Background: an optimization exercise with open tools, aiming at small area. Do not read the settings as production practice.
Only simulation tests tie the RTL to the original design; equivalence was not proved.
Power is estimated from default activity; no workload was simulated.

$ cat design.v
module DS18B20Z
(
	input				clk_in,
	input				rst_n_in,
	input				ow_i,
	output	wire		ow_o,
	output	reg			ow_oe,
	output	reg	[15:0]	data_out
);
	reg		[2:0]	jc;
	reg				half;
	wire			j5 = jc[2] & ~jc[1];
	wire			tick = j5 & ~half;
	always @(posedge clk_in or negedge rst_n_in) begin
		if (!rst_n_in) begin
			jc <= 3'd0;
			half <= 1'b0;
		end else begin
			jc <= {jc[1:0], ~jc[2]};
			if (j5) half <= ~half;
		end
	end
	localparam PRE = 3'd0, INITA = 3'd4, INITB = 3'd7, WRITE = 3'd6, CONV = 3'd5, READ = 3'd2;
	reg		[10:0]	cnt;
	reg		[2:0]	ph;
	reg				grp;
	reg		[3:0]	bitn;
	reg		[15:0]	sr;
	function has;
		input [19:0] v;
		input [19:0] k;
		has = (v & k) == k;
	endfunction
	wire	[7:0]	wbyte = bitn[3] ? (grp ? 8'hbe : 8'h44) : 8'hcc;
	wire			wbit = wbyte[bitn[2:0]];
	wire			b7 = bitn[2:0] == 3'd7;
	wire			b15 = bitn == 4'd15;
	wire			sample = ph == READ && cnt[6:0] == 7'd17;
	reg				done;
	wire			jend = ~sr[7] & sr[6];
	always @(posedge clk_in) begin
		if (tick && (sample || done && (ph == WRITE || ph == CONV && b15)))
			sr <= {ph == READ ? ow_i : ph == CONV ? ~sr[0] : 1'b0, sr[15:1]};
	end
	assign ow_o = wbit && cnt[6:0] > 7'd4;
	always @(*) begin
		case (ph)
			PRE:	done = has(cnt, 2);
			INITA:	done = has(cnt, 605);
			INITB:	done = has(cnt, 405);
			WRITE:	done = b15 ? has(cnt, 176) : b7 ? has(cnt, 177) : has(cnt, 92);
			CONV:	done = b15 && jend ? has(cnt, 96) : has(cnt, 1806);
			default: done = b15 ? has(cnt, 77) : b7 ? has(cnt, 78) : has(cnt, 75);
		endcase
	end
	always @(posedge clk_in or negedge rst_n_in) begin
		if (!rst_n_in) begin
			cnt <= 11'd0;
			ph <= PRE;
			grp <= 1'b0;
			bitn <= 4'd0;
			ow_oe <= 1'b0;
			data_out <= 16'h0;
		end else if (tick) begin
			if (done) cnt <= 11'd0;
			else cnt <= cnt + 1'b1;
			if (ph == INITA && has(cnt, 502)) ow_oe <= 1'b0;
			if (ph == WRITE && has(cnt, 87)) ow_oe <= 1'b0;
			if (ph == READ && has(cnt, 4)) ow_oe <= 1'b0;
			if (done) begin
				case (ph)
					PRE: begin ph <= INITA; ow_oe <= 1'b1; end
					INITA: begin
						if (ow_i) begin ph <= PRE; grp <= 1'b0; end
						else ph <= INITB;
					end
					INITB: begin ph <= WRITE; ow_oe <= 1'b1; end
					WRITE: begin
						bitn <= bitn + 1'b1;
						if (b15 && !grp) ph <= CONV;
						else begin
							ow_oe <= 1'b1;
							if (b15) ph <= READ;
						end
					end
					CONV: begin
						bitn <= bitn + 1'b1;
						if (b15 && jend) begin ph <= INITA; grp <= 1'b1; ow_oe <= 1'b1; end
					end
					default: begin
						bitn <= bitn + 1'b1;
						if (b15) begin ph <= PRE; grp <= 1'b0; data_out <= sr; end
						else begin ow_oe <= 1'b1; end
					end
				endcase
			end
		end
	end
endmodule
$ cat flow/run.sh
#!/bin/bash
# Own layout flow: the standard synthesis; its combinational logic mapped
# again by ABC for area, with every register instance kept as it is and the
# result proven equivalent (else the standard netlist is kept); then the
# standard layout, with buf_1 port buffers and a clkbuf_8 clock tree without
# dummy loads. Each tool's output goes to a log file in this folder.
set -euo pipefail
W=$(pwd)
R=$W/orfs/results/$FLOW_PLATFORM/DS18B20Z/base
LIB=$FLOW_HOME/platforms/$FLOW_PLATFORM/lib/sky130_fd_sc_hd__tt_025C_1v80.lib
export BUFFER_PORTS_ARGS="-buffer_cell sky130_fd_sc_hd__buf_1"
export CTS_ARGS="-sink_clustering_enable -repair_clock_nets -dont_use_dummy_load -buf_list sky130_fd_sc_hd__clkbuf_8 -sink_clustering_size 64 -sink_clustering_max_diameter 200"

bash standard.sh synth > synth.log 2>&1
cp "$R/1_2_yosys.v" "$W/std.v"

# cells the platform keeps out of use (low-power and probe cells)
DU=$(grep -o 'cell *( *"\?sky130_fd_sc_hd__\(lpflow\|probe\)[a-z0-9_]*' "$LIB" \
	| sed 's/.*(\s*"\?//; s/^/-dont_use /' | tr '\n' ' ')
sed "s|@LIB@|$LIB|g; s|@DU@|$DU|" flow/remap.ys > remap.ys
sed "s|@LIB@|$LIB|g" flow/equiv.ys > equiv.ys
if yosys -l remap.log -s remap.ys > /dev/null 2>&1 &&
	yosys -l equiv.log -s equiv.ys > /dev/null 2>&1; then
	cp "$W/remapped.v" "$R/1_2_yosys.v"
	rm -f "$R/1_synth.odb" "$R/1_synth.sdc"
	echo "remapped netlist used" > remap_result.txt
else
	echo "standard netlist kept" > remap_result.txt
fi

bash standard.sh > layout.log 2>&1
$ cat flow/equiv.ys
read_liberty -ignore_miss_func @LIB@
read_verilog std.v
rename DS18B20Z gold
read_verilog remapped.v
rename DS18B20Z gate
flatten gold gate
opt_clean
async2sync
equiv_make gold gate equiv
equiv_simple
equiv_induct
equiv_status -assert equiv
$ cat flow/remap.ys
read_liberty -ignore_miss_func @LIB@
blackbox sky130_fd_sc_hd__df* sky130_fd_sc_hd__edf* sky130_fd_sc_hd__sdf* sky130_fd_sc_hd__dl* sky130_fd_sc_hd__sed*
read_verilog std.v
hierarchy -top DS18B20Z
flatten
opt_clean
abc -liberty @LIB@ @DU@ -script +strash;dc2;dch,-f;amap;strash;dc2;dch,-f;amap
opt_clean -purge
tee -o remap_stat.txt stat -liberty @LIB@
write_verilog -noattr -nohex -nodec remapped.v
$ cat standard.sh
#!/bin/bash
# synth_recipe.tcl (not shown) runs the flow's synth.tcl, then flattens the netlist and writes it again
# the make line also repeats each setting of config.mk as NAME=value (left out here)
make -C /OpenROAD-flow-scripts/flow DESIGN_CONFIG=/design/flow/config.mk WORK_HOME=/design/flow/orfs CLKGATE_MAP_FILE= SYNTH_SCRIPT=/design/flow/synth_recipe.tcl "${@:-finish}"
$ cat config.mk
export PLATFORM = sky130hd
export DESIGN_NAME = DS18B20Z
export DESIGN_NICKNAME = DS18B20Z
export VERILOG_FILES = /design/flow/design.v
export SDC_FILE = /design/flow/constraint.sdc
export NUM_CORES = 4
export LEC_CHECK = 0
export CAP_MARGIN = 20
export CORE_MARGIN = 2
export CORE_UTILIZATION = 40
export CTS_BUF_LIST = sky130_fd_sc_hd__clkbuf_8
export CTS_CLUSTER_DIAMETER = 200
export CTS_CLUSTER_SIZE = 64
export SLEW_MARGIN = 20
$ cat constraint.sdc
create_clock -name core_clock -period 10.0 [get_ports {clk_in}]
set_input_delay 2.0000 -clock core_clock [delete_from_list [all_inputs] [get_ports {clk_in}]]
set_output_delay 2.0000 -clock core_clock [all_outputs]
set_load 0.01 [all_outputs]
==> flow_metrics.env, run 1 <==
export IMPL_status="no timing/DRC/antenna violations"
export IMPL_finalSetupTns_ns=0
export IMPL_final_cells=320
export IMPL_whs_ns=0.3576
export IMPL_die_height_um=85.28
export IMPL_setup_viol=0
export IMPL_crit_path_end_kind="output port"
export IMPL_synthDominantCellAreaShare_pct=37.88
export IMPL_cts_buffers=5
export IMPL_synth_compound_area_share_pct=10.56
export IMPL_dp_cells=315
export IMPL_start_util_pct=41.38
export IMPL_synth_nets=237
export IMPL_min_path_type="reg -> reg"
export IMPL_cts_setup_buffers=0
export IMPL_synth_main_ff_cell="dfrtp_1"
export IMPL_syn_avg_cell_area_um2=11.54
export IMPL_p_leak_uw=0.001114
export IMPL_synth_xor_area_share_pct=2.983
export IMPL_slew_headroom_pct=39.21
export IMPL_dr_pass1_iters=4
export IMPL_n_antenna_cell=0
export IMPL_synth_edf_count=16
export IMPL_yosysSeqAreaShare_pct=56.06
export IMPL_dp_hpwl_um=3266
export IMPL_ys_seq_elements=56
export IMPL_criticalPathCategory="reg -> out"
export IMPL_cp_start_kind="flop"
export IMPL_ctsResizeCount=0
export IMPL_finalHoldViolations=0
export IMPL_rows=29
export IMPL_io_buffers=20
export IMPL_drtIter0Drc=63
export IMPL_syn_cell_area_um2=2643
export IMPL_insertion_delay_ns=0.31
export IMPL_synth_distinct_cells=46
export IMPL_overflow=0
export IMPL_yosysWarnings=1
export IMPL_core_um2=6386
export IMPL_grt_pass1_vias=1706
export IMPL_synth_commonest_cells="dfrtp_1 (40), nor2_1 (17), edfxtp_1 (16), mux2_2 (16), nand2_1 (16)"
export IMPL_period_share_pct=35.05
export IMPL_hold_buffers=0
export IMPL_synth_cells=229
export IMPL_clk_pin_slew_ns=0.08
export IMPL_yosysTopAreaCell="dfrtp_1"
export IMPL_track_usage_pct=15.11
export IMPL_vias_per_cell=5.422
export IMPL_layout_nets=253
export IMPL_wire_per_inst_um=15.63
export IMPL_die_width_um=85.28
export IMPL_detail_route_antenna_nets=0
export IMPL_grt_antenna_before_repair=0
export IMPL_cts_sinks=56
export IMPL_grt_pass1_wl_um=8666
export IMPL_htreeDepth=2
export IMPL_final_max_slew_violation_count=0
export IMPL_grt_max_degree=41
export IMPL_yosys_area_share_simple_pct=15.63
export IMPL_cp_max_fo=10
export IMPL_vias=1735
export IMPL_cts_tree="done"
export IMPL_finClkSkew_ns=0.01977
export IMPL_drc=0
export IMPL_ys_async_sr_fraction_pct=71.43
export IMPL_finish_utilization_pct=44.34
export IMPL_clock_path_buffers=2
export IMPL_synth_most_common_cell="dfrtp_1"
export IMPL_rsz0062_at_grt="no"
export IMPL_fmax_ghz=0.2853
export IMPL_root_buffer="clkbuf_8"
export IMPL_required_ns=8.00
export IMPL_p_per_area_nw_per_um2=124.0
export IMPL_post_route_min_period_ns=3.505
export IMPL_max_vdd_ir_drop_v=0.00005425
export IMPL_crit_arrival_ns=1.51
export IMPL_synth_adder_area_share_pct=2.367
export IMPL_synth_top_family_by_area="simple AND/OR/NAND/NOR gates"
export IMPL_die_area_um2=7273
export IMPL_tightest_slew_ns=0.9118
export IMPL_syn_to_final_growth_pct=7.150
export IMPL_synth_area_mux_share_pct=8.996
export IMPL_drive_gt1_share_pct=12.35
export IMPL_synth_area_leaders="dfrtp_1 (38%), edfxtp_1 (18%), mux2_2 (6.8%)"
export IMPL_wirelength_um=5003
export IMPL_gp_congestion=0.8471
export IMPL_ios=21
export IMPL_cap_violations=0
## cells by family (layout without fill, tap and decap cells)
logic type / count (synthesis) / in the layout
adder cells (fa/ha/maj): 5 / 5
buffers and inverters: 20 / 34
AO/OA/AOI/OAI: 42 / 42
AND/OR/NAND/NOR: 76 / 76
flip-flops: 56 / 56
multiplexers: 21 / 21
XOR/XNOR: 9 / 9
## placed cells by master (no fill, tap or decap), drive strengths merged, types with 3 or more instances in the layout
cell type / n
and3: 6
nor3: 5
edfxtp: 16
or3: 3
mux2: 19
nand3: 13
nor2: 17
o21ai: 11
xor2: 6
xnor2: 3
a21oi: 8
buf: 21
nand2: 17
clkbuf: 5
a31oi: 5
ha: 5
nand2b: 3
dfrtp: 40
nand4: 3
o22ai: 4
o32ai: 3
inv: 8
## through the flow
| step | total power [µW] | setup WS [ns] | instance area, µm² |
|---|---|---|---|
| 3_3_place_gp | 243.7 | 6.857 | 2763 |
| 5_1_grt | 366.6 | 6.370 | 2831 |
| 6_report | 351.1 | 6.495 | 2831 |
| 4_1_cts | 357.1 | 6.489 | 2831 |
| 3_5_place_dp | 243.8 | 6.834 | 2763 |
| 2_1_floorplan | 239.8 | 6.975 | 2643 |
## where the power goes
part           switching (µW)  internal (µW)
clock                    67.0           45.4
combinational            3.87          0.737
sequential                  0            234
total                    70.9            280
## cell type report
class	count	area, µm²
Fill cell	609	3555
Sequential cell	56	1481
Multi-Input combinational cell	153	1071
Tap cell	77	96.34
Timing Repair Buffer	21	83.83
Clock buffer	5	68.82
Inverter	8	30.03
## worst max-delay path: stages (launching register included)
cell and delay [ns]:
dfrtp_1 0.52, inv_1 0.08, ha_1 0.20, inv_1 0.05, a21oi_1 0.05, a21oi_1 0.15
buf_1 0.16
## flip-flops by register name, indices dropped and copies added (netlist names)
| register | flops |
|---|---|
| cnt | 11 |
| bitn | 4 |
| grp | 1 |
| ph | 3 |
| sr | 16 |
| jc | 3 |
| data_out | 16 |
| half | 1 |
| ow_oe | 1 |
## path summary, 6_finish.rpt
| path | start | end | slack, ns | depth (start not counted) |
|---|---|---|---|---|
| worst min-delay path | jc[0] | jc[1] | 0.36 | 0 |
| min in group asynchronous | rst_n_in | cnt[10] | 1.82 | 1 |
| worst max register to register | ph[0] | sr[8] | 6.96 | 7 |
| worst min register to register | jc[0] | jc[1] | 0.36 | 0 |
| worst max-delay path | cnt[0] | ow_o | 6.49 | 6 |
| max in group asynchronous | rst_n_in | data_out[3] | 7.61 | 1 |
## routing by layer
layer	global-route usage, %	vias to the layer above	part of all wire [%]
met2	22.16	39	44
li1	-	853	-
met4	5.051	0	1.3
met1	22.28	837	50
met5	0	-	0
met3	3.210	6	3.9
==> run 2: changes to the inputs <==
--- a/flow/equiv.ys
+++ b/flow/equiv.ys
@@ -5,2 +5,3 @@
 rename DS18B20Z gate
+rename -hide gold/c:_*_ gold/w:_*_ gate/c:_*_ gate/w:_*_
 flatten gold gate
==> run 2 against run 1 <==
Clock-buffer cell count unchanged. Synthesized cell count fell by 2.6%. Sequential power barely moved. Critical path depth fell by 2. Maximum frequency decreased by 3.6%. Flip-flop and latch count unchanged. Utilization increased by 2.5 points. Critical path type unchanged. Critical endpoint unchanged.
==> flow_metrics.env, run 2 <==
export IMPL_status="no timing/DRC/antenna violations"
export IMPL_vias_per_cell=5.478
export IMPL_final_common_cell="nor2_1"
export IMPL_post_dp_cell_area_um2=2541
export IMPL_path_cells="or3_1 > nor3_1 > a21oi_1 > buf_1"
export IMPL_clock_path_buffers=2
export IMPL_synth_cells=223
export IMPL_finalHoldViolations=0
export IMPL_path_depth=4
export IMPL_critPathSlowestCell="or3_1"
export IMPL_crit_arrival_ns=1.64
export IMPL_p_sw_uw=72.47
export IMPL_final_max_slew_violation_count=0
export IMPL_period_share_pct=36.35
export IMPL_tightest_slew_ns=0.8974
export IMPL_p_leak_uw=0.001003
export IMPL_syn_avg_cell_area_um2=10.50
export IMPL_io_buffers=20
export IMPL_mostFrequentLayoutCells="nor2_1 (42), dfrtp_1 (40), clkinv_1 (30)"
export IMPL_hold_buffers=0
export IMPL_root_buffer="clkbuf_8"
export IMPL_critPathBufInv=1
export IMPL_gr_usage_met3_pct=3.820
export IMPL_dr_pass1_iters=5
export IMPL_regArea_um2=1481
export IMPL_wire_per_inst_um=15.29
export IMPL_ios=21
export IMPL_cp_max_fo=6
export IMPL_cts_setup_buffers=0
export IMPL_vias=1764
export IMPL_fmax_ghz=0.2751
export IMPL_total_power_uw=352.5
export IMPL_top_regs="data_out x16, sr x16, cnt x11"
export IMPL_grt_pass1_wl_um=8328
export IMPL_finClkSkew_ns=0.01820
export IMPL_track_usage_pct=17.17
export IMPL_busiest_layer="met1"
export IMPL_cts_tree="done"
export IMPL_grt_pass1_vias=1673
export IMPL_die_area_um2=6480
export IMPL_grtUsageMet1_pct=25.17
export IMPL_gp_congestion=0.9203
export IMPL_yosysWarnings=1
export IMPL_cts_sinks=56
export IMPL_grt_max_degree=41
export IMPL_drc=0
export IMPL_drive_gt1_share_pct=3.600
export IMPL_p_per_area_nw_per_um2=135.1
export IMPL_core_um2=5574
export IMPL_p_sw_share_pct=20.56
export IMPL_max_vdd_ir_drop_v=0.00006831
export IMPL_min_path_type="reg -> reg"
export IMPL_grt_antenna_before_repair=0
export IMPL_cap_violations=0
export IMPL_crit_path_end_kind="output port"
export IMPL_htreeDepth=2
export IMPL_layout_nets=255
export IMPL_die_height_um=80.50
export IMPL_setup_viol=0
export IMPL_n_antenna_cell=0
export IMPL_combPwrFrac_pct=1.1
export IMPL_crit_family="simple AND/OR/NAND/NOR gates"
export IMPL_setup_slack_ns=6.365
export IMPL_start_util_pct=42.00
export IMPL_syn_to_final_growth_pct=11.49
export IMPL_slew_headroom_pct=40.17
export IMPL_finalSetupTns_ns=0
export IMPL_final_cell_area_um2=2610
export IMPL_wirelength_um=4924
export IMPL_criticalPathCategory="reg -> out"
export IMPL_seqPwrFrac_pct=66.4
export IMPL_ctsResizeCount=0
export IMPL_max_stage_delay_ns=0.47
export IMPL_cp_start_kind="flop"
export IMPL_post_route_min_period_ns=3.635
export IMPL_insertion_delay_ns=0.31
export IMPL_clk_pin_slew_ns=0.08
export IMPL_p_int_uw=280.0
export IMPL_ff2ff_path_depth=17
export IMPL_rows=27
export IMPL_clockPowerShare_pct=32.5
export IMPL_cts_buffers=5
export IMPL_pre_cts_ws_ns=6.629
export IMPL_die_width_um=80.50
export IMPL_fillers=517
export IMPL_multi_input_area_um2=765.7
export IMPL_rsz0062_at_grt="no"
export IMPL_use_met2_pct=24.83
export IMPL_drtIter0Drc=223
export IMPL_required_ns=8.00
export IMPL_syn_cell_area_um2=2341
export IMPL_hold_depth=0
export IMPL_synth_nets=226
export IMPL_overflow=0
export IMPL_dp_hpwl_um=3448
export IMPL_detail_route_antenna_nets=0
[run 2: path summary, 6_finish.rpt]
| check | startpoint | end | slack, ns |
|---|---|---|---|
| worst max-delay path | cnt[3] | ow_o | 6.36 |
| worst min-delay path | jc[0] | jc[1] | 0.36 |
| worst max register to register | bitn[2] | bitn[2] | 6.59 |
| worst min register to register | jc[0] | jc[1] | 0.36 |
| max in group asynchronous | rst_n_in | bitn[3] | 7.62 |
| min in group asynchronous | rst_n_in | data_out[13] | 1.79 |
[run 2: routing by layer]
metal	share of wire (%)	wire [µm]	up-vias
li1	-	-	858
met1	47	2330	835
met2	45	2226	58
met3	5.2	258	13
met4	2.2	109	0
met5	0	0	-
[run 2: power groups by stage]
stage          combinational, µW  sequential (µW)  clock, µW
6_report                    3.74              234        115
5_1_grt                     4.65              234        126
4_1_cts                     4.08              234        117
3_5_place_dp                4.10              239          0
3_3_place_gp                4.05              239          0
2_1_floorplan              0.266              239          0
[run 2: metrics by stage]
step	cells	hold WS (ns)	util (%)
after detailed placement	317	0.3443	45.59
after global placement	317	0.3374	45.39
after global routing	322	0.3752	46.82
after floorplan	223	0.3312	-
final	322	0.3594	46.82
after CTS	322	0.3624	46.82
[run 2: cell type report]
class                           instances  area share [%]
Sequential cell                        56           56.76
Multi-Input combinational cell        137           29.34
Inverter                               30           4.314
Timing Repair Buffer                   22           3.500
Tap cell                               72           3.452
Clock buffer                            5           2.637
==> run 3: changes to the inputs <==
--- a/flow/run.sh
+++ b/flow/run.sh
@@ -11,3 +11,3 @@
 export BUFFER_PORTS_ARGS="-buffer_cell sky130_fd_sc_hd__buf_1"
-export CTS_ARGS="-sink_clustering_enable -repair_clock_nets -dont_use_dummy_load -buf_list sky130_fd_sc_hd__clkbuf_8 -sink_clustering_size 64 -sink_clustering_max_diameter 200"
+export CTS_ARGS="-sink_clustering_enable -repair_clock_nets -dont_use_dummy_load -buf_list sky130_fd_sc_hd__clkbuf_8 -sink_clustering_size 30 -sink_clustering_max_diameter 500 -sink_clustering_levels 1"
 
==> run 3 against run 2 <==
Cell area is the same. Clock-buffer cell count is the same. Worst hold slack is the same. Die area stayed put. Critical path depth unchanged. Clock skew stayed put.
==> flow_metrics.env, run 3 <==
export IMPL_tightest_slew_ns=0.8974
export IMPL_cts_buffers=5
export IMPL_syn_cell_area_um2=2341
export IMPL_hold_buffers=0
export IMPL_wire_per_inst_um=15.29
export IMPL_final_common_cell="nor2_1"
export IMPL_cap_violations=0
export IMPL_fillers=517
export IMPL_htreeDepth=2
export IMPL_cts_sinks=56
export IMPL_mostFrequentLayoutCells="nor2_1 (42), dfrtp_1 (40), clkinv_1 (30)"
export IMPL_clock_path_buffers=2
export IMPL_drc=0
export IMPL_setup_viol=0
export IMPL_dr_pass1_iters=5
export IMPL_fmax_ghz=0.2751
export IMPL_post_route_min_period_ns=3.635
export IMPL_grt_pass1_vias=1673
export IMPL_root_buffer="clkbuf_8"
export IMPL_min_path_type="reg -> reg"
export IMPL_io_buffers=20
export IMPL_finalSetupTns_ns=0
export IMPL_syn_avg_cell_area_um2=10.50
export IMPL_finalHoldViolations=0
export IMPL_vias=1764
export IMPL_synth_nets=226
export IMPL_cp_start_kind="flop"
export IMPL_drtIter0Drc=223
export IMPL_required_ns=8.00
export IMPL_die_width_um=80.50
export IMPL_crit_path_end_kind="output port"
export IMPL_vias_per_cell=5.478
export IMPL_p_leak_uw=0.001003
export IMPL_final_max_slew_violation_count=0
export IMPL_regArea_um2=1481
export IMPL_syn_to_final_growth_pct=11.49
export IMPL_start_util_pct=42.00
export IMPL_grt_antenna_before_repair=0
export IMPL_layout_nets=255
export IMPL_rows=27
export IMPL_grt_pass1_wl_um=8328
export IMPL_drive_gt1_share_pct=3.600
export IMPL_dp_hpwl_um=3448
export IMPL_cts_setup_buffers=0
export IMPL_rsz0062_at_grt="no"
export IMPL_track_usage_pct=17.17
export IMPL_criticalPathCategory="reg -> out"
export IMPL_grt_max_degree=41
export IMPL_die_area_um2=6480
export IMPL_die_height_um=80.50
export IMPL_top_regs="data_out x16, sr x16, cnt x11"
export IMPL_slew_headroom_pct=40.17
export IMPL_period_share_pct=36.35
export IMPL_core_um2=5574
export IMPL_status="no timing/DRC/antenna violations"
export IMPL_max_vdd_ir_drop_v=0.00006831
export IMPL_detail_route_antenna_nets=0
export IMPL_cp_max_fo=6
export IMPL_wirelength_um=4924
export IMPL_multi_input_area_um2=765.7
export IMPL_insertion_delay_ns=0.31
export IMPL_yosysWarnings=1
export IMPL_crit_arrival_ns=1.64
export IMPL_gp_congestion=0.9203
export IMPL_finClkSkew_ns=0.01820
export IMPL_overflow=0
export IMPL_cts_tree="done"
export IMPL_n_antenna_cell=0
export IMPL_ctsResizeCount=0
export IMPL_synth_cells=223
export IMPL_clk_pin_slew_ns=0.08
export IMPL_p_per_area_nw_per_um2=135.1
export IMPL_ios=21
export IMPL_whs_ns=0.3594
## run 3: per-layer routing
metal | routed length (µm) | GRT usage [%]
met1 | 2330 | 25.17
met2 | 2226 | 24.83
met3 | 258 | 3.820
met4 | 109 | 6.441
met5 | 0 | 0
## run 3: worst paths after layout
kind,cells past startpoint,slack (ns),to,start
worst max-delay path,4,6.36,ow_o,cnt[3]
worst min-delay path,0,0.36,jc[1],jc[0]
worst max register to register,17,6.59,bitn[2],bitn[2]
worst min register to register,0,0.36,jc[1],jc[0]
max in group asynchronous,1,7.62,bitn[3],rst_n_in
min in group asynchronous,1,1.79,data_out[13],rst_n_in
## run 3: per-stage QoR
stage               power, µW  cells  util (%)  cell area (µm²)  setup WS [ns]
finish                  352.5    322     46.82             2610          6.365
global route            364.9    322     46.82             2610          6.135
CTS                     355.5    322     46.82             2610          6.367
detailed placement      243.0    317     45.59             2541          6.629
global placement        243.0    317     45.39             2530          6.565
floorplan               239.2    223         -             2341          6.011
## run 3: critical path, cell delays in order, from the launching register on
cell	delay [ns]
dfrtp_1	0.46
or3_1	0.47
nor3_1	0.17
a21oi_1	0.10
buf_1	0.13
## run 3: area by class of cell
cell class	count	share of cell area, %
Sequential cell	56	56.76
Multi-Input combinational cell	137	29.34
Inverter	30	4.314
Timing Repair Buffer	22	3.500
Tap cell	72	3.452
Clock buffer	5	2.637
## run 3: report_power, final
part           switching, µW  internal [µW]
logic                   3.37          0.376
clock network           69.1           45.5
registers                  0            234
total                   72.5            280
==> run 4: changes to the inputs <==
--- a/flow/run.sh
+++ b/flow/run.sh
@@ -11,3 +11,3 @@
 export BUFFER_PORTS_ARGS="-buffer_cell sky130_fd_sc_hd__buf_1"
-export CTS_ARGS="-sink_clustering_enable -repair_clock_nets -dont_use_dummy_load -buf_list sky130_fd_sc_hd__clkbuf_8 -sink_clustering_size 30 -sink_clustering_max_diameter 500 -sink_clustering_levels 1"
+export CTS_ARGS="-repair_clock_nets -dont_use_dummy_load -buf_list sky130_fd_sc_hd__clkbuf_16"
 
==> run 4 against run 3 <==
Combinational power about the same. Highest routed layer unchanged. Worst hold slack got worse by 0.0059 ns. Largest cell class unchanged. Largest power group unchanged. Critical path type unchanged. Still clean on timing, DRC and antenna. First-iteration DRC count rose by 0.45%.
==> flow_metrics.env, run 4 <==
export IMPL_die_width_um=80.50
export IMPL_dp_hpwl_um=3448
export IMPL_p_leak_uw=0.001028
export IMPL_setup_viol=0
export IMPL_clockPowerShare_pct=40.3
export IMPL_detail_route_antenna_nets=0
export IMPL_final_common_cell="nor2_1"
export IMPL_cts_tree="done"
export IMPL_start_util_pct=42.00
export IMPL_post_route_min_period_ns=3.593
export IMPL_die_height_um=80.50
export IMPL_setup_slack_ns=6.407
export IMPL_cp_start_kind="flop"
export IMPL_die_area_um2=6480
export IMPL_p_int_uw=323.5
export IMPL_min_path_type="reg -> reg"
export IMPL_syn_to_final_growth_pct=13.90
export IMPL_path_cells="or3_1 > nor3_1 > a21oi_1 > buf_1"
export IMPL_fmax_ghz=0.2783
export IMPL_critPathBufInv=1
export IMPL_cts_setup_buffers=0
export IMPL_critPathSlowestCell="or3_1"
export IMPL_clock_path_buffers=2
export IMPL_cap_violations=0
export IMPL_finalSetupTns_ns=0
export IMPL_overflow=0
export IMPL_fillers=509
export IMPL_io_buffers=20
export IMPL_insertion_delay_ns=0.29
export IMPL_p_sw_share_pct=18.93
export IMPL_final_max_slew_violation_count=0
export IMPL_hold_depth=0
export IMPL_slew_headroom_pct=40.57
export IMPL_finClkSkew_ns=0.01165
export IMPL_dr_pass1_iters=4
export IMPL_synth_cells=223
export IMPL_rows=27
export IMPL_grt_antenna_before_repair=0
export IMPL_combPwrFrac_pct=0.9
export IMPL_cts_buffers=5
export IMPL_synth_nets=226
export IMPL_htreeDepth=2
export IMPL_crit_arrival_ns=1.59
export IMPL_top_regs="data_out x16, sr x16, cnt x11"
export IMPL_grt_pass1_vias=1657
export IMPL_p_sw_uw=75.55
export IMPL_clk_pin_slew_ns=0.06
export IMPL_mostFrequentLayoutCells="nor2_1 (42), dfrtp_1 (40), clkinv_1 (30)"
export IMPL_wirelength_um=4956
export IMPL_gp_congestion=0.9203
export IMPL_required_ns=8.00
export IMPL_drc=0
export IMPL_drive_gt1_share_pct=3.600
export IMPL_syn_cell_area_um2=2341
export IMPL_seqPwrFrac_pct=58.7
export IMPL_max_stage_delay_ns=0.47
export IMPL_tightest_slew_ns=0.8914
export IMPL_cp_max_fo=6
export IMPL_ff2ff_path_depth=11
export IMPL_yosysWarnings=1
export IMPL_status="no timing/DRC/antenna violations"
export IMPL_grt_max_degree=41
export IMPL_ctsResizeCount=0
export IMPL_track_usage_pct=17.39
export IMPL_ios=21
export IMPL_total_power_uw=399.0
export IMPL_hold_buffers=0
export IMPL_root_buffer="clkbuf_16"
export IMPL_criticalPathCategory="reg -> out"
export IMPL_syn_avg_cell_area_um2=10.50
export IMPL_crit_path_end_kind="output port"
export IMPL_vias_per_cell=5.615
export IMPL_p_per_area_nw_per_um2=149.7
export IMPL_finalHoldViolations=0
export IMPL_wire_per_inst_um=15.39
export IMPL_rsz0062_at_grt="no"
export IMPL_pre_cts_ws_ns=6.629
export IMPL_max_vdd_ir_drop_v=0.0001069
export IMPL_n_antenna_cell=0
export IMPL_grt_pass1_wl_um=8383
export IMPL_cts_sinks=56
export IMPL_crit_family="simple AND/OR/NAND/NOR gates"
export IMPL_drtIter0Drc=224
export IMPL_layout_nets=255
export IMPL_core_um2=5574
export IMPL_vias=1808
export IMPL_path_depth=4
export IMPL_period_share_pct=35.93
[run 4: changes by cell type in the layout (fill, tap and decap cells not counted)]
cell	delta
clkbuf_16	+5
clkbuf_8	-5
[run 4: final timing paths]
kind / from / endpoint / slack, ns
max in group asynchronous: rst_n_in / bitn[2] / 7.60
min in group asynchronous: rst_n_in / data_out[13] / 1.83
worst min-delay path: jc[0] / jc[1] / 0.35
worst max-delay path: cnt[3] / ow_o / 6.41
worst max register to register: bitn[2] / sr[9] / 6.56
worst min register to register: jc[0] / jc[1] / 0.35
[run 4: per-stage QoR]
step                hold slack, ns  util, %  instances  instance area, µm²
global route                0.3685    47.83        322                2666
CTS                         0.3564    47.83        322                2666
global placement            0.3374    45.39        317                2530
detailed placement          0.3443    45.59        317                2541
floorplan                   0.3312        -        223                2341
finish                      0.3535    47.83        322                2666
[run 4: power by group through the flow]
stage / combinational [µW] / sequential, µW / clock, µW
floorplan: 0.266 / 239 / 0
global placement: 4.05 / 239 / 0
detailed placement: 4.10 / 239 / 0
CTS: 4.08 / 234 / 165
global route: 4.65 / 234 / 175
finish: 3.73 / 234 / 161
[run 4: worst reg2reg max path, cell delays in order, from the launching register on]
cell	delay (ns)
dfrtp_1	0.38
clkinv_1	0.10
nor3_1	0.39
clkinv_1	0.19
nor2_1	0.24
clkinv_1	0.15
or3_1	0.44
nor3_1	0.17
a2111oi_0	0.10
a21oi_1	0.25
clkinv_1	0.21
o32ai_4	0.47
[run 4: area by class of cell]
type                    instances  area, µm²  area share (%)
multi-input cells             137      765.7           28.72
repair buffers                 22      91.34           3.426
inverters                      30      112.6           4.223
clock buffers                   5      125.1           4.693
flip-flops and latches         56       1481           55.56
well taps                      72      90.09           3.379
[run 4: routing by layer]
metal | vias up | wire (µm) | track usage [%]
met5 | - | 0 | 0
met4 | 0 | 115 | 6.271
met3 | 14 | 228 | 3.933
met2 | 61 | 2265 | 24.92
met1 | 874 | 2347 | 25.75
li1 | 859 | - | -
==> run 5: changes to the inputs <==
--- a/flow/run.sh
+++ b/flow/run.sh
@@ -11,3 +11,3 @@
 export BUFFER_PORTS_ARGS="-buffer_cell sky130_fd_sc_hd__buf_1"
-export CTS_ARGS="-repair_clock_nets -dont_use_dummy_load -buf_list sky130_fd_sc_hd__clkbuf_16"
+export CTS_ARGS="-sink_clustering_enable -repair_clock_nets -dont_use_dummy_load -buf_list sky130_fd_sc_hd__clkbuf_16 -sink_clustering_size 64 -sink_clustering_max_diameter 500"
 
==> run 5 against run 4 <==
Routed wire length is the same. Critical path depth is the same. Clock power is essentially flat. Via count is the same. Worst hold slack is the same. Clock skew is the same. Sequential share of layout area is the same. Critical endpoint unchanged.
==> flow_metrics.env, run 5 <==
export IMPL_wirelength_um=4956
export IMPL_syn_cell_area_um2=2341
export IMPL_grt_antenna_before_repair=0
export IMPL_start_util_pct=42.00
export IMPL_overflow=0
export IMPL_gp_congestion=0.9203
export IMPL_p_leak_uw=0.001028
export IMPL_period_share_pct=35.93
export IMPL_setup_viol=0
export IMPL_clk_pin_slew_ns=0.06
export IMPL_cp_max_fo=6
export IMPL_synth_cells=223
export IMPL_ctsResizeCount=0
export IMPL_finalSetupTns_ns=0
export IMPL_htreeDepth=2
export IMPL_cts_tree="done"
export IMPL_total_power_uw=399.0
export IMPL_hold_buffers=0
export IMPL_cts_sinks=56
export IMPL_fillers=509
export IMPL_whs_ns=0.3535
export IMPL_final_common_cell="nor2_1"
export IMPL_drtIter0Drc=224
export IMPL_top_regs="data_out x16, sr x16, cnt x11"
export IMPL_highest_layer="met4"
export IMPL_layout_nets=255
export IMPL_fmax_ghz=0.2783
export IMPL_slew_headroom_pct=40.57
export IMPL_reg2reg_from="bitn[2]"
export IMPL_mostFrequentLayoutCells="nor2_1 (42), dfrtp_1 (40), clkinv_1 (30)"
export IMPL_crit_arrival_ns=1.59
export IMPL_max_vdd_ir_drop_v=0.0001069
export IMPL_wl_met2_um=2265
export IMPL_syn_avg_cell_area_um2=10.50
export IMPL_hold_start="jc[0]"
export IMPL_finish_utilization_pct=47.83
export IMPL_dp_hpwl_um=3448
export IMPL_grt_pass1_vias=1657
export IMPL_root_buffer="clkbuf_16"
export IMPL_multi_input_area_um2=765.7
export IMPL_insertion_delay_ns=0.29
export IMPL_wire_per_inst_um=15.39
export IMPL_p_per_area_nw_per_um2=149.7
export IMPL_required_ns=8.00
export IMPL_cp_start_kind="flop"
export IMPL_drc=0
export IMPL_io_buffers=20
export IMPL_dr_pass1_iters=4
export IMPL_min_path_type="reg -> reg"
export IMPL_cts_buffers=5
export IMPL_synth_nets=226
export IMPL_die_height_um=80.50
export IMPL_rows=27
export IMPL_die_width_um=80.50
export IMPL_wl_met1_um=2347
export IMPL_core_um2=5574
export IMPL_finalHoldViolations=0
export IMPL_final_cell_area_um2=2666
export IMPL_wl_met3_um=228
export IMPL_finClkSkew_ns=0.01165
export IMPL_track_usage_pct=17.39
export IMPL_detail_route_antenna_nets=0
export IMPL_status="no timing/DRC/antenna violations"
export IMPL_syn_to_final_growth_pct=13.90
export IMPL_final_max_slew_violation_count=0
export IMPL_die_area_um2=6480
export IMPL_cap_violations=0
export IMPL_n_antenna_cell=0
export IMPL_grt_pass1_wl_um=8383
export IMPL_yosysWarnings=1
export IMPL_startpoint="cnt[3]"
export IMPL_regArea_um2=1481
export IMPL_tightest_slew_ns=0.8914
export IMPL_criticalPathCategory="reg -> out"
export IMPL_crit_path_end_kind="output port"
export IMPL_post_route_min_period_ns=3.593
export IMPL_vias_per_cell=5.615
export IMPL_clock_path_buffers=2
export IMPL_drive_gt1_share_pct=3.600
export IMPL_cts_setup_buffers=0
export IMPL_post_dp_cell_area_um2=2541
export IMPL_vias=1808
export IMPL_ios=21
export IMPL_grt_max_degree=41
export IMPL_rsz0062_at_grt="no"
[run 5: cell type report]
class	instances	share of cell area, %
timing repair buffer	22	3.426
inverter	30	4.223
clock buffer	5	4.693
multi-input combinational	137	28.72
sequential	56	55.56
tap	72	3.379
[run 5: worst max-delay path, cell delays in order (launching register included)]
cell	delay, ns
dfrtp_1	0.44
or3_1	0.47
nor3_1	0.17
a21oi_1	0.09
buf_1	0.13
[run 5: per-stage QoR]
step	worst slack [ns]	cells
2_1_floorplan	6.011	223
3_3_place_gp	6.565	317
3_5_place_dp	6.629	317
4_1_cts	6.392	322
5_1_grt	6.147	322
6_report	6.407	322
[run 5: routing by layer]
layer | global-route usage (%) | vias up
li1 | - | 859
met1 | 25.75 | 874
met2 | 24.92 | 61
met3 | 3.933 | 14
met4 | 6.271 | 0
met5 | 0 | -
[run 5: where the power goes]
group	internal, µW	total [µW]	switching [µW]
Sequential	234	234	0
Clock	88.8	161	72.2
Combinational	0.377	3.73	3.35
[run 5: final timing paths]
| kind | end | slack, ns | cells after the start |
|---|---|---|---|
| max | ow_o | 6.41 | 4 |
| min | jc[1] | 0.35 | 0 |
| max reg2reg | sr[9] | 6.56 | 11 |
| min reg2reg | jc[1] | 0.35 | 0 |
| max in group asynchronous | bitn[2] | 7.60 | 1 |
| min in group asynchronous | data_out[13] | 1.83 | 1 |
==> run 6: changes to the inputs <==
--- a/design.v
+++ b/design.v
@@ -6,3 +6,3 @@
 	output	wire		ow_o,
-	output	reg			ow_oe,
+	output	wire		ow_oe,
 	output	reg	[15:0]	data_out
@@ -39,2 +39,4 @@
 	reg				done;
+	assign ow_oe = (ph == INITA && cnt < 11'd503) || (ph == WRITE && cnt < 11'd88) ||
+		(ph == READ && cnt < 11'd5);
 	wire			jend = ~sr[7] & sr[6];
@@ -61,3 +63,2 @@
 			bitn <= 4'd0;
-			ow_oe <= 1'b0;
 			data_out <= 16'h0;
@@ -66,8 +67,5 @@
 			else cnt <= cnt + 1'b1;
-			if (ph == INITA && has(cnt, 502)) ow_oe <= 1'b0;
-			if (ph == WRITE && has(cnt, 87)) ow_oe <= 1'b0;
-			if (ph == READ && has(cnt, 4)) ow_oe <= 1'b0;
 			if (done) begin
 				case (ph)
-					PRE: begin ph <= INITA; ow_oe <= 1'b1; end
+					PRE: begin ph <= INITA; end
 					INITA: begin
@@ -76,3 +74,3 @@
 					end
-					INITB: begin ph <= WRITE; ow_oe <= 1'b1; end
+					INITB: begin ph <= WRITE; end
 					WRITE: begin
@@ -81,3 +79,2 @@
 						else begin
-							ow_oe <= 1'b1;
 							if (b15) ph <= READ;
@@ -87,3 +84,3 @@
 						bitn <= bitn + 1'b1;
-						if (b15 && jend) begin ph <= INITA; grp <= 1'b1; ow_oe <= 1'b1; end
+						if (b15 && jend) begin ph <= INITA; grp <= 1'b1; end
 					end
@@ -92,3 +89,3 @@
 						if (b15) begin ph <= PRE; grp <= 1'b0; data_out <= sr; end
-						else begin ow_oe <= 1'b1; end
+						else begin end
 					end
--- a/flow/run.sh
+++ b/flow/run.sh
@@ -11,3 +11,3 @@
 export BUFFER_PORTS_ARGS="-buffer_cell sky130_fd_sc_hd__buf_1"
-export CTS_ARGS="-sink_clustering_enable -repair_clock_nets -dont_use_dummy_load -buf_list sky130_fd_sc_hd__clkbuf_16 -sink_clustering_size 64 -sink_clustering_max_diameter 500"
+export CTS_ARGS="-sink_clustering_enable -repair_clock_nets -dont_use_dummy_load -buf_list sky130_fd_sc_hd__clkbuf_8 -sink_clustering_size 64 -sink_clustering_max_diameter 200"
 
--- a/config.mk
+++ b/config.mk
@@ -7,5 +7,5 @@
 export LEC_CHECK = 0
-export CAP_MARGIN = 20
+export CAP_MARGIN = 0
 export CORE_MARGIN = 2
-export CORE_UTILIZATION = 40
+export CORE_UTILIZATION = 60
 export CTS_BUF_LIST = sky130_fd_sc_hd__clkbuf_8
@@ -13,2 +13,2 @@
 export CTS_CLUSTER_SIZE = 64
-export SLEW_MARGIN = 20
+export SLEW_MARGIN = 0
==> run 6 against run 5 <==
Still clean on timing, DRC and antenna. Flip-flop and latch count fell by 1. Clock skew rose by 0.0022 ns. Worst hold slack improved by 0.0043 ns. Critical path type is now reg -> reg. Highest routed layer unchanged.
==> flow_metrics.env, run 6 <==
export IMPL_status="no timing/DRC/antenna violations"
export IMPL_mostFrequentLayoutCells="dfrtp_1 (39), nor2_1 (34), clkinv_1 (30)"
export IMPL_fmax_ghz=0.2038
export IMPL_cts_setup_buffers=0
export IMPL_regArea_um2=1456
export IMPL_finalSetupTns_ns=0
export IMPL_max_stage_delay_ns=0.80
export IMPL_overflow=0
export IMPL_combPwrFrac_pct=1.0
export IMPL_finalHoldViolations=0
export IMPL_criticalPathCategory="reg -> reg"
export IMPL_ctsResizeCount=0
export IMPL_vias_per_cell=5.997
export IMPL_required_ns=10.18
export IMPL_finClkSkew_ns=0.01389
export IMPL_rsz0062_at_grt="no"
export IMPL_max_vdd_ir_drop_v=0.0001025
export IMPL_detail_route_antenna_nets=0
export IMPL_crit_path_end_kind="flop"
export IMPL_ios=21
export IMPL_die_width_um=65.88
export IMPL_root_buffer="clkbuf_8"
export IMPL_p_leak_uw=0.0009191
export IMPL_grt_pass1_vias=1656
export IMPL_drive_gt1_share_pct=3.719
export IMPL_p_sw_uw=64.79
export IMPL_worst_r2r_setup_slack_ns=5.09
export IMPL_die_height_um=65.88
export IMPL_n_antenna_cell=0
export IMPL_core_um2=3661
export IMPL_syn_to_final_growth_pct=9.858
export IMPL_synth_nets=218
export IMPL_hold_depth=0
export IMPL_r2r_end="data_out[7]"
export IMPL_p_int_uw=275.6
export IMPL_wire_per_inst_um=15.47
export IMPL_top_regs="data_out x16, sr x16, cnt x11"
export IMPL_yosysWarnings=1
export IMPL_syn_avg_cell_area_um2=10.68
export IMPL_cts_tree="done"
export IMPL_track_usage_pct=23.75
export IMPL_htreeDepth=2
export IMPL_min_path_type="reg -> reg"
export IMPL_cts_sinks=55
export IMPL_seqPwrFrac_pct=67.6
export IMPL_period_share_pct=49.07
export IMPL_cp_start_kind="flop"
export IMPL_clock_path_buffers=2
export IMPL_p_per_area_nw_per_um2=134.9
export IMPL_wirelength_um=4485
export IMPL_hold_start="jc[0]"
export IMPL_vias=1739
export IMPL_clk_pin_slew_ns=0.08
export IMPL_p_sw_share_pct=19.03
export IMPL_final_common_cell="dfrtp_1"
export IMPL_synth_cells=215
export IMPL_grt_pass1_wl_um=7596
export IMPL_layout_nets=247
export IMPL_cts_buffers=5
export IMPL_io_buffers=20
export IMPL_slew_headroom_pct=26.94
export IMPL_path_cells="clkinv_1 > nor3_1 > clkinv_1 > nor2_1 > clkinv_1 > or3_1 > a21oi_1 > o21ai_0 > a31o_1 > a31oi_1 > clkinv_1 > nor4_2 > buf_4 > clkinv_1 > a22o_1"
export IMPL_dr_pass1_iters=4
export IMPL_gp_congestion=0.9559
export IMPL_tightest_slew_ns=1.091
export IMPL_start_util_pct=62.75
export IMPL_cap_violations=0
export IMPL_hold_buffers=0
export IMPL_die_area_um2=4340
export IMPL_multi_input_area_um2=734.5
export IMPL_fillers=268
export IMPL_reg2reg_from="bitn[2]"
export IMPL_dp_hpwl_um=3265
export IMPL_clockPowerShare_pct=31.4
export IMPL_insertion_delay_ns=0.30
export IMPL_setup_viol=0
export IMPL_whs_ns=0.3579
export IMPL_ff2ff_path_depth=15
export IMPL_drc=0
export IMPL_crit_top_cell="clkinv_1"
export IMPL_final_max_slew_violation_count=0
export IMPL_syn_cell_area_um2=2297
export IMPL_cp_max_fo=18
export IMPL_crit_arrival_ns=5.09
export IMPL_drtIter0Drc=202
export IMPL_grt_max_degree=40
export IMPL_rows=22
export IMPL_critPathSlowestCell="a31oi_1"
export IMPL_grt_antenna_before_repair=0
export IMPL_holdPathEnd="jc[1]"
export IMPL_post_route_min_period_ns=4.907
-- run 6: power by group through the flow --
stage,Clock (µW),Sequential (µW),Combinational [µW]
detailed placement,0,235,3.63
CTS,111,230,3.64
global route,119,230,4.03
global placement,0,235,3.49
finish,107,230,3.39
floorplan,0,235,0.193
-- run 6: worst max path at each step --
| stage | from | end | slack, ns |
|---|---|---|---|
| after floorplan | bitn[0] | data_out[0] | 4.75 |
| after global placement | bitn[0] | data_out[8] | 5.48 |
| after detailed placement | bitn[2] | data_out[14] | 5.15 |
| after CTS | bitn[2] | data_out[14] | 5.14 |
| after global routing | bitn[2] | data_out[7] | 4.62 |
| final | bitn[2] | data_out[7] | 5.09 |
-- run 6: layout make-up --
cell class,instances,area share [%]
timing repair buffer,22,3.619
inverter,30,4.462
tap,48,2.380
multi-input combinational,130,29.10
clock buffer,5,2.727
sequential,55,57.71
-- run 6: through the flow --
stage	instance area (µm²)	utilization (%)	cells	worst slack, ns	power [µW]
global route	2524	68.93	290	4.616	353.0
CTS	2524	68.93	290	5.145	344.3
finish	2524	68.93	290	5.093	340.4
floorplan	2297	-	215	4.746	235.0
detailed placement	2455	67.05	285	5.147	238.4
global placement	2455	67.05	285	5.477	238.2
-- run 6: worst max-delay path: cells and delay by family, from the launching register on --
family | cells | cell delay [ns]
compound gates | 5 | 1.68
buf+inv | 6 | 1.55
simple gates | 4 | 1.17
flops | 1 | 0.39
-- run 6: layer usage --
metal	routed length (µm)	share of wire, %	GRT usage (%)
met5	0	0	0
met4	142	3.2	11.72
met3	261	5.8	6.644
met2	2224	50	38.51
met1	1856	41	29.19
==> run 7: changes to the inputs <==
--- a/config.mk
+++ b/config.mk
@@ -9,3 +9,3 @@
 export CORE_MARGIN = 2
-export CORE_UTILIZATION = 60
+export CORE_UTILIZATION = 40
 export CTS_BUF_LIST = sky130_fd_sc_hd__clkbuf_8
@@ -13,2 +13,3 @@
 export CTS_CLUSTER_SIZE = 64
+export GPL_TIMING_DRIVEN = 0
 export SLEW_MARGIN = 0
==> run 7 against run 6 <==
Routed wire length rose by 2.4%. Via count fell by 4.0%. Flip-flop and latch count did not move. Final cell count rose by 8.3%. Sequential power barely moved. Register-to-register slack got worse by 0.28 ns. Maximum frequency fell by 5.4%. Clock skew rose by 0.018 ns. Clock power barely moved. Synthesized area did not move. Total power rose by 0.96%. Setup slack got worse by 0.28 ns. Critical path type unchanged. Largest cell class unchanged. Highest routed layer unchanged.
==> flow_metrics.env, run 7 <==
export IMPL_vias=1670
export IMPL_tightest_slew_ns=1.173
export IMPL_crit_path_end_kind="flop"
export IMPL_setup_viol=0
export IMPL_cts_sinks=55
export IMPL_slew_headroom_pct=21.42
export IMPL_track_usage_pct=15.89
export IMPL_post_route_min_period_ns=5.184
export IMPL_drc=0
export IMPL_gp_congestion=0.8601
export IMPL_combPwrFrac_pct=1.0
export IMPL_clock_path_buffers=2
export IMPL_max_vdd_ir_drop_v=0.00005887
export IMPL_p_int_uw=275.8
export IMPL_die_height_um=79.78
export IMPL_overflow=0
export IMPL_grt_max_degree=40
export IMPL_drtIter0Drc=135
export IMPL_rows=27
export IMPL_path_depth=14
export IMPL_finClkSkew_ns=0.03149
export IMPL_die_width_um=79.78
export IMPL_ff2ff_path_depth=14
export IMPL_htreeDepth=2
export IMPL_grt_pass1_vias=1587
export IMPL_finalSetupTns_ns=0
export IMPL_cts_buffers=5
export IMPL_crit_top_cell="clkinv_1"
export IMPL_required_ns=10.20
export IMPL_clk_pin_slew_ns=0.09
export IMPL_synth_cells=215
export IMPL_p_sw_uw=67.88
export IMPL_seqPwrFrac_pct=67.0
export IMPL_grt_pass1_wl_um=7755
export IMPL_path_cells="clkinv_1 > nor3_1 > clkinv_1 > nor2_1 > clkinv_1 > or3_1 > a21oi_1 > o21ai_0 > a31o_1 > a31oi_1 > clkinv_1 > nor4_2 > clkinv_1 > a22o_1"
export IMPL_grt_antenna_before_repair=0
export IMPL_final_max_slew_violation_count=0
export IMPL_fmax_ghz=0.1929
export IMPL_top_regs="data_out x16, sr x16, cnt x11"
export IMPL_dp_hpwl_um=3231
export IMPL_p_per_area_nw_per_um2=134.4
export IMPL_insertion_delay_ns=0.31
export IMPL_dr_pass1_iters=4
export IMPL_wirelength_um=4591
export IMPL_wire_per_inst_um=14.62
export IMPL_crit_arrival_ns=5.38
export IMPL_rsz0062_at_grt="no"
export IMPL_cts_setup_buffers=0
export IMPL_cp_max_fo=18
export IMPL_synth_nets=218
export IMPL_cap_violations=0
export IMPL_p_leak_uw=0.0009195
export IMPL_mostFrequentLayoutCells="dfrtp_1 (39), nor2_1 (34), clkinv_1 (30)"
export IMPL_cp_start_kind="flop"
export IMPL_ctsResizeCount=0
export IMPL_layout_nets=247
export IMPL_vias_per_cell=5.318
export IMPL_n_antenna_cell=0
export IMPL_critPathBufInv=5
export IMPL_io_buffers=20
export IMPL_final_common_cell="dfrtp_1"
export IMPL_critPathSlowestCell="a31oi_1"
export IMPL_ios=21
export IMPL_cts_tree="done"
export IMPL_hold_buffers=0
export IMPL_finalHoldViolations=0
export IMPL_total_power_uw=343.7
export IMPL_period_share_pct=51.84
export IMPL_syn_cell_area_um2=2297
export IMPL_drive_gt1_share_pct=3.719
export IMPL_clockPowerShare_pct=32.0
export IMPL_status="no timing/DRC/antenna violations"
export IMPL_crit_family="compound AO/OA/AOI/OAI gates"
export IMPL_criticalPathCategory="reg -> reg"
export IMPL_root_buffer="clkbuf_8"
export IMPL_p_sw_share_pct=19.75
export IMPL_start_util_pct=41.46
export IMPL_syn_to_final_growth_pct=11.33
export IMPL_min_path_type="reg -> reg"
export IMPL_hold_depth=0
export IMPL_fillers=542
export IMPL_syn_avg_cell_area_um2=10.68
export IMPL_yosysWarnings=1
export IMPL_max_stage_delay_ns=0.87
export IMPL_core_um2=5540
export IMPL_die_area_um2=6365
export IMPL_detail_route_antenna_nets=0
[run 7: power groups by stage]
| stage | registers, µW | logic, µW | clock network, µW |
|---|---|---|---|
| after detailed placement | 235 | 3.90 | 0 |
| after CTS | 230 | 3.87 | 114 |
| after global routing | 230 | 4.46 | 125 |
| final | 230 | 3.57 | 110 |
| after floorplan | 235 | 0.193 | 0 |
| after global placement | 235 | 3.80 | 0 |
[run 7: final cells by class]
cell class                      instances  area (µm²)  share of cell area [%]
Clock buffer                            5       68.82                   2.691
Inverter                               30       112.6                   4.403
Sequential cell                        55        1456                   56.95
Timing Repair Buffer                   22       95.09                   3.718
Tap cell                               72       90.09                   3.523
Multi-Input combinational cell        130       734.5                   28.72
[run 7: final timing paths]
kind,from,endpoint,slack (ns)
setup reg to reg,bitn[0],data_out[0],4.82
hold / removal,jc[0],jc[1],0.35
setup / recovery,bitn[0],data_out[0],4.82
min in group asynchronous,rst_n_in,data_out[11],1.79
max in group asynchronous,rst_n_in,cnt[6],7.63
hold reg to reg,jc[0],jc[1],0.35
[run 7: through the flow]
step / std cells / setup slack [ns] / instance area (µm²) / hold WS [ns] / utilization (%)
after floorplan: 215 / 4.746 / 2297 / 0.3312 / -
after global placement: 307 / 2.530 / 2462 / 0.3364 / 44.44
after detailed placement: 309 / 4.751 / 2489 / 0.3457 / 44.92
after CTS: 314 / 4.748 / 2557 / 0.3577 / 46.16
after global routing: 314 / 4.274 / 2557 / 0.3702 / 46.16
final: 314 / 4.816 / 2557 / 0.3521 / 46.16
[run 7: worst reg2reg max path, cell delays in order, from the launching register on]
cell,delay [ns]
dfrtp_1,0.36
clkinv_1,0.12
nor3_1,0.28
clkinv_1,0.20
nor2_1,0.21
clkinv_1,0.23
or3_1,0.44
a21oi_1,0.13
o21ai_0,0.10
a31o_1,0.28
a31oi_1,0.87
clkinv_1,0.33
nor4_2,0.56
clkinv_1,0.63
a22o_1,0.38
[run 7: metal layers]
metal	GRT usage, %	share of wire [%]
met5	0	0
met4	5.085	1.2
met3	4.186	3.1
met2	23.19	46
met1	23.19	50
==> run 8: changes to the inputs <==
--- a/config.mk
+++ b/config.mk
@@ -7,3 +7,3 @@
 export LEC_CHECK = 0
-export CAP_MARGIN = 0
+export CAP_MARGIN = 20
 export CORE_MARGIN = 2
@@ -13,3 +13,2 @@
 export CTS_CLUSTER_SIZE = 64
-export GPL_TIMING_DRIVEN = 0
-export SLEW_MARGIN = 0
+export SLEW_MARGIN = 20
==> run 8 against run 7 <==
Still clean. Synthesized cell count unchanged. Die area unchanged. Combinational power is essentially flat. Largest power group unchanged.
==> flow_metrics.env, run 8 <==
export IMPL_finalHoldViolations=0
export IMPL_hold_start="jc[0]"
export IMPL_finalSetupTns_ns=0
export IMPL_root_buffer="clkbuf_8"
export IMPL_cp_start_kind="flop"
export IMPL_vias=1696
export IMPL_period_share_pct=40.67
export IMPL_syn_avg_cell_area_um2=10.68
export IMPL_final_common_cell="dfrtp_1"
export IMPL_p_leak_uw=0.0009243
export IMPL_insertion_delay_ns=0.32
export IMPL_criticalPathCategory="reg -> out"
export IMPL_syn_cell_area_um2=2297
export IMPL_wirelength_um=4341
export IMPL_cts_sinks=55
export IMPL_drtIter0Drc=168
export IMPL_overflow=0
export IMPL_cts_setup_buffers=0
export IMPL_grt_antenna_before_repair=0
export IMPL_grt_max_degree=40
export IMPL_total_power_uw=342.2
export IMPL_reg2reg_from="bitn[2]"
export IMPL_dp_hpwl_um=3103
export IMPL_dr_pass1_iters=4
export IMPL_layout_nets=248
export IMPL_drive_gt1_share_pct=4.115
export IMPL_die_height_um=79.78
export IMPL_drc=0
export IMPL_crit_arrival_ns=2.07
export IMPL_final_max_slew_violation_count=0
export IMPL_min_path_type="reg -> reg"
export IMPL_n_antenna_cell=0
export IMPL_slew_headroom_pct=41.65
export IMPL_wire_per_inst_um=13.78
export IMPL_vias_per_cell=5.384
export IMPL_grt_pass1_vias=1624
export IMPL_cts_tree="done"
export IMPL_io_buffers=20
export IMPL_yosysWarnings=1
export IMPL_start_util_pct=41.46
export IMPL_gp_congestion=0.9328
export IMPL_startpoint="ph[1]"
export IMPL_track_usage_pct=15.80
export IMPL_die_width_um=79.78
export IMPL_clk_pin_slew_ns=0.11
export IMPL_syn_to_final_growth_pct=11.49
export IMPL_setup_viol=0
export IMPL_fmax_ghz=0.2459
export IMPL_crit_path_end_kind="output port"
export IMPL_cts_buffers=5
export IMPL_ios=21
export IMPL_tightest_slew_ns=0.8753
export IMPL_clock_path_buffers=2
export IMPL_finClkSkew_ns=0.03500
export IMPL_status="no timing/DRC/antenna violations"
export IMPL_core_um2=5540
export IMPL_mostFrequentLayoutCells="dfrtp_1 (39), nor2_1 (34), clkinv_1 (30)"
export IMPL_p_per_area_nw_per_um2=133.6
export IMPL_htreeDepth=2
export IMPL_max_vdd_ir_drop_v=0.00006461
export IMPL_required_ns=8.00
export IMPL_cp_max_fo=8
export IMPL_top_regs="data_out x16, sr x16, cnt x11"
export IMPL_die_area_um2=6365
export IMPL_hold_buffers=0
export IMPL_rows=27
export IMPL_detail_route_antenna_nets=0
export IMPL_synth_cells=215
export IMPL_synth_nets=218
export IMPL_ctsResizeCount=0
export IMPL_grt_pass1_wl_um=7776
export IMPL_cap_violations=0
export IMPL_rsz0062_at_grt="no"
export IMPL_post_route_min_period_ns=4.067
## run 8: cell types whose count changed in the layout (fill, tap and decap cells not counted), sizes merged
cell / delta
buf: +1
## run 8: path summary, 6_finish.rpt
path,end,slack (ns),cells past startpoint
hold reg to reg,jc[1],0.36,0
max in group asynchronous,bitn[1],7.62,1
setup reg to reg,data_out[9],6.06,15
setup / recovery,ow_oe,5.93,7
min in group asynchronous,data_out[7],1.79,1
hold / removal,jc[1],0.36,0
## run 8: cell type report
type	count	area [µm²]
well taps	72	90.09
repair buffers	23	98.84
inverters	30	112.6
clock buffers	5	68.82
fillers	534	2979
flip-flops and latches	55	1456
multi-input cells	130	734.5
## run 8: report_power, final
| group | leakage [µW] | internal [µW] | switching, µW | total [µW] |
|---|---|---|---|---|
| Clock | 0.0000359 | 45.3 | 63.2 | 108 |
| Combinational | 0.000273 | 0.294 | 3.30 | 3.59 |
| Sequential | 0.000615 | 230 | 0 | 230 |
| Total | 0.000924 | 276 | 66.5 | 342 |
## run 8: per-layer routing
layer | share of wire (%) | track usage [%]
met1 | 51 | 23.60
met5 | 0 | 0
met3 | 3.8 | 3.394
met2 | 43 | 22.27
met4 | 2.2 | 6.610
## run 8: critical path: stages, from the launching register on
cell	delay [ns]
dfrtp_1	0.43
clkinv_1	0.22
nor2_1	0.23
clkinv_1	0.14
a2111o_1	0.29
o22ai_1	0.12
o211a_1	0.17
buf_1	0.15
## run 8: per-stage QoR
stage | hold slack, ns | util, % | std cells | setup WS, ns | instance area [µm²]
floorplan | 0.3312 | - | 215 | 4.746 | 2297
global placement | 0.3335 | 44.99 | 310 | 6.185 | 2492
detailed placement | 0.3372 | 44.99 | 310 | 6.071 | 2492
CTS | 0.3677 | 46.23 | 315 | 5.919 | 2561
global route | 0.3837 | 46.23 | 315 | 5.498 | 2561
finish | 0.3614 | 46.23 | 315 | 5.933 | 2561
==> run 9: changes to the inputs <==
--- a/flow/run.sh
+++ b/flow/run.sh
@@ -19,12 +19,25 @@
 	| sed 's/.*(\s*"\?//; s/^/-dont_use /' | tr '\n' ' ')
-sed "s|@LIB@|$LIB|g; s|@DU@|$DU|" flow/remap.ys > remap.ys
-sed "s|@LIB@|$LIB|g" flow/equiv.ys > equiv.ys
-if yosys -l remap.log -s remap.ys > /dev/null 2>&1 &&
-	yosys -l equiv.log -s equiv.ys > /dev/null 2>&1; then
-	cp "$W/remapped.v" "$R/1_2_yosys.v"
-	rm -f "$R/1_synth.odb" "$R/1_synth.sdc"
-	echo "remapped netlist used" > remap_result.txt
-else
-	echo "standard netlist kept" > remap_result.txt
-fi
+# a few ABC scripts; the smallest result that is proven equivalent is used
+SCRIPTS=(
+	"+strash;dc2;dch,-f;amap;strash;dc2;dch,-f;amap"
+	"+strash;balance;rewrite;refactor;resub;rewrite,-z;dc2;dch,-f;amap;strash;dc2;dch,-f;amap"
+	"+strash;dc2;dc2;dc2;dch,-f;amap;strash;dch,-f;amap;strash;dch,-f;amap"
+)
+echo "standard netlist kept" > remap_result.txt
+for N in 0 1 2; do
+	sed "s|@LIB@|$LIB|g; s|@DU@|$DU|; s|@SCRIPT@|${SCRIPTS[$N]}|; s|@N@|$N|g" flow/remap.ys > remap_$N.ys
+	yosys -l remap_$N.log -s remap_$N.ys > /dev/null 2>&1 || true
+done
+for N in $(for N in 0 1 2; do
+		[[ -f remap_stat_$N.txt ]] && echo "$(awk '/Chip area/ {print $NF}' remap_stat_$N.txt) $N"
+	done | sort -n | awk '{print $2}'); do
+	cp "remapped_$N.v" remapped.v
+	sed "s|@LIB@|$LIB|g" flow/equiv.ys > equiv.ys
+	if yosys -l equiv_$N.log -s equiv.ys > /dev/null 2>&1; then
+		cp "$W/remapped.v" "$R/1_2_yosys.v"
+		rm -f "$R/1_synth.odb" "$R/1_synth.sdc"
+		echo "remapped netlist $N used" > remap_result.txt
+		break
+	fi
+done
 
==> flow/remap.ys (replaced) <==
read_liberty -ignore_miss_func @LIB@
blackbox sky130_fd_sc_hd__df* sky130_fd_sc_hd__edf* sky130_fd_sc_hd__sdf* sky130_fd_sc_hd__dl* sky130_fd_sc_hd__sed*
read_verilog std.v
hierarchy -top DS18B20Z
flatten
opt_clean
abc -liberty @LIB@ @DU@ -script @SCRIPT@
opt_clean -purge
tee -o remap_stat_@N@.txt stat -liberty @LIB@
write_verilog -noattr -nohex -nodec remapped_@N@.v
--- a/config.mk
+++ b/config.mk
@@ -7,5 +7,5 @@
 export LEC_CHECK = 0
-export CAP_MARGIN = 20
+export CAP_MARGIN = 0
 export CORE_MARGIN = 2
-export CORE_UTILIZATION = 40
+export CORE_UTILIZATION = 60
 export CTS_BUF_LIST = sky130_fd_sc_hd__clkbuf_8
@@ -13,2 +13,2 @@
 export CTS_CLUSTER_SIZE = 64
-export SLEW_MARGIN = 20
+export SLEW_MARGIN = 0
==> run 9 against run 8 <==
Total power fell by 0.35%. Critical path depth up 1. Critical endpoint unchanged. Synthesized area decreased by 0.65%. Sequential power about the same. Still clean on timing, DRC and antenna.
==> flow_metrics.env, run 9 <==
export IMPL_status="no timing/DRC/antenna violations"
export IMPL_vias=1728
export IMPL_ctsResizeCount=0
export IMPL_rsz0062_at_grt="no"
export IMPL_gp_congestion=1.026
export IMPL_dp_hpwl_um=3252
export IMPL_finClkSkew_ns=0.02034
export IMPL_io_buffers=20
export IMPL_overflow=0
export IMPL_mostFrequentLayoutCells="dfrtp_1 (39), nor2_1 (37), clkinv_1 (29)"
export IMPL_grt_pass1_vias=1682
export IMPL_r2r_end="data_out[9]"
export IMPL_setup_viol=0
export IMPL_cap_violations=0
export IMPL_slew_headroom_pct=35.99
export IMPL_root_buffer="clkbuf_8"
export IMPL_worst_r2r_setup_slack_ns=6.52
export IMPL_clockPowerShare_pct=31.3
export IMPL_synth_nets=218
export IMPL_layout_nets=247
export IMPL_post_route_min_period_ns=3.999
export IMPL_tightest_slew_ns=0.9602
export IMPL_die_width_um=65.68
export IMPL_track_usage_pct=23.94
export IMPL_combPwrFrac_pct=1.1
export IMPL_grt_antenna_before_repair=0
export IMPL_cts_buffers=5
export IMPL_htreeDepth=2
export IMPL_rows=22
export IMPL_hold_buffers=0
export IMPL_final_max_slew_violation_count=0
export IMPL_drtIter0Drc=164
export IMPL_final_common_cell="dfrtp_1"
export IMPL_clock_path_buffers=2
export IMPL_n_antenna_cell=0
export IMPL_p_per_area_nw_per_um2=136.3
export IMPL_critPathCapture="ow_oe"
export IMPL_dr_pass1_iters=5
export IMPL_cts_setup_buffers=0
export IMPL_syn_avg_cell_area_um2=10.61
export IMPL_cp_max_fo=6
export IMPL_yosysWarnings=1
export IMPL_finalHoldViolations=0
export IMPL_p_sw_uw=65.01
export IMPL_syn_cell_area_um2=2282
export IMPL_insertion_delay_ns=0.30
export IMPL_criticalPathCategory="reg -> out"
export IMPL_ios=21
export IMPL_min_path_type="reg -> reg"
export IMPL_detail_route_antenna_nets=0
export IMPL_cts_sinks=55
export IMPL_crit_arrival_ns=2.00
export IMPL_p_int_uw=276.0
export IMPL_seqPwrFrac_pct=67.6
export IMPL_core_um2=3661
export IMPL_wirelength_um=4524
export IMPL_fmax_ghz=0.2500
export IMPL_vias_per_cell=5.959
export IMPL_die_area_um2=4313
export IMPL_drive_gt1_share_pct=3.306
export IMPL_finalSetupTns_ns=0
export IMPL_max_vdd_ir_drop_v=0.00009041
export IMPL_syn_to_final_growth_pct=9.649
export IMPL_cp_start_kind="flop"
export IMPL_grt_max_degree=40
export IMPL_start_util_pct=62.34
export IMPL_setup_slack_ns=6.001
export IMPL_ff2ff_path_depth=12
export IMPL_pre_cts_ws_ns=6.327
export IMPL_required_ns=8.00
export IMPL_finish_utilization_pct=68.35
export IMPL_p_sw_share_pct=19.07
export IMPL_period_share_pct=39.99
export IMPL_top_regs="data_out x16, sr x16, cnt x11"
export IMPL_crit_path_end_kind="output port"
export IMPL_grt_pass1_wl_um=7707
export IMPL_p_leak_uw=0.0009109
export IMPL_cts_tree="done"
export IMPL_wire_per_inst_um=15.60
export IMPL_startpoint="cnt[3]"
export IMPL_clk_pin_slew_ns=0.08
export IMPL_synth_cells=215
export IMPL_drc=0
export IMPL_reg2reg_from="bitn[3]"
export IMPL_die_height_um=65.68
## run 9: area by class of cell
type | instances | area, µm²
repair buffers | 22 | 91.34
clock buffers | 5 | 68.82
inverters | 29 | 108.9
flip-flops and latches | 55 | 1456
multi-input cells | 131 | 716.9
well taps | 48 | 60.06
fillers | 286 | 1159
## run 9: worst max-delay path, stage by stage (launching register included)
cell and delay (ns):
dfrtp_1 0.44, clkinv_1 0.09, nand3_1 0.09, nor4_1 0.37, a31o_1 0.15, nand3_1 0.07
o32a_1 0.18, nor3_1 0.17, buf_1 0.17
## run 9: how the worst min path moves through the flow
| stage | from | end | slack [ns] | cells after the start |
|---|---|---|---|---|
| finish | jc[0] | jc[1] | 0.37 | 0 |
| CTS | jc[0] | jc[1] | 0.38 | 0 |
| detailed placement | jc[0] | jc[1] | 0.35 | 0 |
| floorplan | jc[0] | jc[1] | 0.33 | 0 |
| global placement | jc[0] | jc[1] | 0.34 | 0 |
| global route | jc[0] | jc[1] | 0.38 | 0 |
## run 9: metrics by stage
stage	hold WS (ns)	instance area [µm²]	total power [µW]	std cells
floorplan	0.3312	2282	235.5	215
global placement	0.3407	2434	239.1	285
detailed placement	0.3483	2434	239.2	285
CTS	0.3791	2502	344.7	290
global route	0.3786	2502	351.1	290
finish	0.3736	2502	341.0	290
## run 9: routing by layer
metal / global-route usage, % / share of wire [%] / vias up
met3: 5.822 / 4.9 / 9
met4: 9.375 / 1.8 / 0
met1: 30.68 / 44 / 837
li1: - / - / 826
met2: 39.27 / 49 / 56
met5: 0 / 0 / -
## run 9: power groups by stage
stage	logic (µW)	registers [µW]	clock network, µW
6_report	3.71	231	107
5_1_grt	4.50	231	116
4_1_cts	3.94	231	110
3_5_place_dp	3.95	235	0
3_3_place_gp	3.81	235	0
2_1_floorplan	0.343	235	0

afterwards: timing with drivers on the ports:
In the flow no input, the clock included, has a driving cell. The finished layouts below were timed again as built, in two steps.
Step 1, drivers: a clkbuf_16 drives clk_in and a buf_2 each remaining input, both assumed.
Step 2, shift: input delay + t, output delay - t, t = (earliest + latest rising clock arrival at the registers) / 2. This alone moves slack from input paths to output paths.
Three values: no drivers, after step 1, after step 2; two values: the first two.
run | t (ns) | setup slack, ns | pins driven straight from the clock port
run 1 | 0.333 | 6.495 / 6.466 / 6.799 | 1
run 2 | 0.334 | 6.365 / 6.336 / 6.590 | 1
run 3 | 0.334 | 6.365 / 6.336 / 6.590 | 1
run 4 | 0.315 | 6.407 / 6.374 / 6.562 | 1
run 5 | 0.315 | 6.407 / 6.374 / 6.562 | 1
run 6 | 0.324 | 5.093 / 5.093 / 5.093 | 1
run 7 | 0.327 | 4.816 / 4.816 / 4.816 | 1
run 8 | 0.326 | 5.933 / 5.905 / 6.059 | 1
run 9 | 0.317 | 6.001 / 5.974 / 6.291 | 1
After both steps every run listed still meets setup and hold.
